Background: an optimization exercise with open tools, aiming at small area and a short achievable clock period. Do not read the settings as production practice. The RTL was checked by simulation tests, not by an equivalence proof against the original design. The clock port is modelled as an ideal driver; clocking choices that lean on that would not hold on a real chip. Power and IR drop assume default switching activity.

// mmu
module mmu(
	   clk, resetb, dm_we,
	   im_addr, im_do, dm_addr, dm_di, dm_do,
	   dm_be, is_signed,
	   im_addr_out, im_data,
	   io_addr, io_en, io_we, io_data_read, io_data_write
	   );
Settings: LEC_CHECK=0, CAP_MARGIN=20, CORE_MARGIN=2, CORE_UTILIZATION=70, CTS_CLUSTER_DIAMETER=100, CTS_CLUSTER_SIZE=30, PLACE_DENSITY=0.8, SETUP_SLACK_MARGIN=2.8, SLEW_MARGIN=20, SYNTH_HIERARCHICAL=1; clock period 6.0 ns.
standard.sh (not shown) runs the stock make flow with config.mk's settings and CLKGATE_MAP_FILE= SYNTH_SCRIPT=/design/flow/synth_recipe.tcl, a recipe that flattens the netlist after the stock synthesis.
==> flow/flow/run.sh <==
#!/bin/bash
set -euo pipefail
export BUFFER_PORTS_ARGS="-buffer_cell sky130_fd_sc_hd__buf_2"
export PRE_IO_PLACEMENT_TCL="$PWD/flow/io.tcl"
export FASTROUTE_TCL="$PWD/flow/fastroute.tcl"
export POST_CTS_TCL="$PWD/flow/post_cts.tcl"
bash standard.sh > standard_make.log 2>&1
Other scripts of this flow, unchanged in this note and not shown: flow/flow/fastroute.tcl, flow/flow/io.tcl, flow/flow/post_cts.tcl
Rerun with:
--- a/flow/design.v
+++ b/flow/design.v
@@ -53,12 +53,17 @@
    assign y = (a0 & b0) | (a1 & b1);
 endmodule
 module c_aoi222(a0, b0, a1, b1, a2, b2, y);
    input a0, b0, a1, b1, a2, b2;
    output y;
    assign y = ~((a0 & b0) | (a1 & b1) | (a2 & b2));
+endmodule
+module c_and2(a, b, y);
+   input a, b;
+   output y;
+   assign y = a & b;
 endmodule
 module c_and4(a, b, c, d, y);
    input a, b, c, d;
    output y;
    assign y = a & b & c & d;
 endmodule
@@ -97,13 +102,13 @@
    input wire clk, resetb, dm_we;
    input wire [31:0] im_addr, dm_addr, dm_di;
    input wire [3:0]  dm_be;
    input wire 	     is_signed;
    output wire [11:2] im_addr_out;
    input wire [31:0]  im_data, io_data_read;
-   output wire [31:0] io_data_write;
+   output reg [31:0]  io_data_write;
    output wire [31:0] dm_do;
    output reg [31:0]  im_do;
    output reg [7:0]   io_addr;
    output reg 	      io_en, io_we;
    assign im_addr_out[11:2] = im_addr[11:2];
    wire is_dm = (dm_addr[31] == 1'b0) && (dm_addr[30:28] != 3'b0);
@@ -118,33 +123,37 @@
    generate
       for (k = 0; k < 8; k = k + 1) begin : g_pre
 	 assign a_hi[k] = (dm_addr[7:5] == k);
 	 assign a_lo[k] = (dm_addr[4:2] == k);
       end
    endgenerate
-   wire [3:0]  lane_wr = {4{dm_we & is_dm}} & dm_be;
-   wire        ld_dm   = ~dm_addr[31] & ~dm_we;
-   wire [7:0]  a_lo_r  = a_lo & {8{ld_dm}};
-   wire [31:0] a_lo_w;                  
+   wire [3:0]   lane_wr = {4{dm_we & is_dm}} & dm_be;
+   wire 	rd_n = dm_we;
+   wire [31:0]  a_lo_w, a_lo_w_n;        
+   wire [7:0] 	a_lo_r_n;                
    wire [255:0] wen, wen_n;
-   wire [63:0] rsel;
+   wire [63:0]  rsel;
    generate
       for (k = 0; k < 8; k = k + 1) begin : g_low
-	 assign a_lo_w[4*k +: 4] = {4{a_lo[k]}} & lane_wr;
+	 for (l = 0; l < 4; l = l + 1) begin : g_lane
+	    c_nand2 wn (.a(a_lo[k]), .b(lane_wr[l]), .y(a_lo_w_n[4*k+l]));
+	    c_and2  wp (.a(a_lo[k]), .b(lane_wr[l]), .y(a_lo_w[4*k+l]));
+	 end
+	 c_nand2 rn (.a(a_lo[k]), .b(~rd_n), .y(a_lo_r_n[k]));
       end
       for (k = 0; k < 64; k = k + 1) begin : g_word
 	 for (l = 0; l < 4; l = l + 1) begin : g_lane
-	    c_nor2  we_p (.a(~a_hi[k/8]), .b(~a_lo_w[4*(k%8)+l]), .y(wen[4*k+l]));
-	    c_nand2 we_n (.a(a_hi[k/8]), .b(a_lo_w[4*(k%8)+l]), .y(wen_n[4*k+l]));
-	 end
-	 c_nor2 rs (.a(~a_hi[k/8]), .b(~a_lo_r[k%8]), .y(rsel[k]));
+	    c_nor2  we_p (.a(~a_hi[k/8]), .b(a_lo_w_n[4*(k%8)+l]), .y(wen[4*k+l]));
+	    c_nand2 we_n (.a(a_hi[k/8]),  .b(a_lo_w[4*(k%8)+l]),   .y(wen_n[4*k+l]));
+	 end
+	 c_nor2 rs (.a(~a_hi[k/8]), .b(a_lo_r_n[k%8]), .y(rsel[k]));
       end
    endgenerate
    wire [31:0] ram_do;
    BRAM_SSP ram (
-		 .clk(clk), .wen(wen), .wen_n(wen_n), .rsel(rsel), .fwd(~ld_dm),
+		 .clk(clk), .wen(wen), .wen_n(wen_n), .rsel(rsel), .fwd(dm_we),
 		 .din(wdata), .dout(ram_do)
 		 );
    wire b0001 = (dm_be == 4'b0001);
    wire b0010 = (dm_be == 4'b0010);
    wire b0011 = (dm_be == 4'b0011);
    wire b0100 = (dm_be == 4'b0100);
@@ -165,18 +174,19 @@
 		      b0100 | b1100,                    
 		      b0010,                            
 		      b1111 | b0011 | b0001             
 		      };
    reg [12:0] cm;      
    reg [12:0] ci;      
-   reg [31:0] rdata;
+   reg [31:0] rdata;   
    always @(posedge clk) begin
       cm <= ctl & {13{is_dm}};
       ci <= ctl & {13{is_io}};
       rdata <= ram_do;
       io_addr <= dm_addr[7:0];
+      io_data_write <= wdata;
    end
    always @(posedge clk, negedge resetb) begin
       if (!resetb) begin
 	 im_do <= 32'h00000013;
 	 io_en <= 1'b0;
 	 io_we <= 1'b0;
@@ -186,13 +196,12 @@
 	 io_en <= is_io;
 	 io_we <= is_io & dm_we;
       end
    end
    wire [31:0] v = io_data_read;
    wire [31:0] d = rdata;
-   assign io_data_write = rdata;
    wire [15:0] st;
    wire        sbv_n, sbd_n, shv_n, shd_n;
    c_nand2 sb0 (.a(ci[7]),  .b(v[7]),  .y(st[0]));
    c_nand2 sb1 (.a(ci[11]), .b(v[15]), .y(st[1]));
    c_nand2 sb2 (.a(ci[9]),  .b(v[23]), .y(st[2]));
    c_nand2 sb3 (.a(ci[12]), .b(v[31]), .y(st[3]));
After rerunning: Non-clock buffer count goes down by 40; sequential power is about the same; maximum frequency goes up by a few percent; wire length is higher slightly; setup slack improves by 0.070 ns; total power goes up slightly; design area grows slightly; hold slack barely changes.

afterwards: timing with drivers on the ports:
The flow's constraints put no driver on any port. The routed layouts listed below were extracted and timed again, unchanged, in two steps.
Step 1 sets driving cells, clkbuf_16 on the clock port and buf_2 on the other inputs (assumed; they add their load-dependent delay and slew).
Step 2 times the ports against the registers' clock, not the clock port: input delays grow and output delays shrink by t, the midpoint of the rising clock arrivals with the driver on.
Three values: ideal ports, drivers, drivers and shift; two values: the first two.
run | shift t [ns] | setup slack, ns | worst hold slack (ns) | worst register clock-pin slew, ns | cell pins on the clock port's net
the first run | 0.802 | 2.719 / 2.760 / 1.957 | 0.480 / 0.478 / 0.480 | 0.12 / 0.12 | 1
the second run | 0.792 | 2.788 / 2.786 / 1.994 | 0.480 / 0.480 / 0.480 | 0.12 / 0.12 | 1
After both steps every run listed still meets setup and hold. For the second run, which loses most, drivers alone change the setup slack by -0.002 ns; drivers and shift together by -0.794 ns.
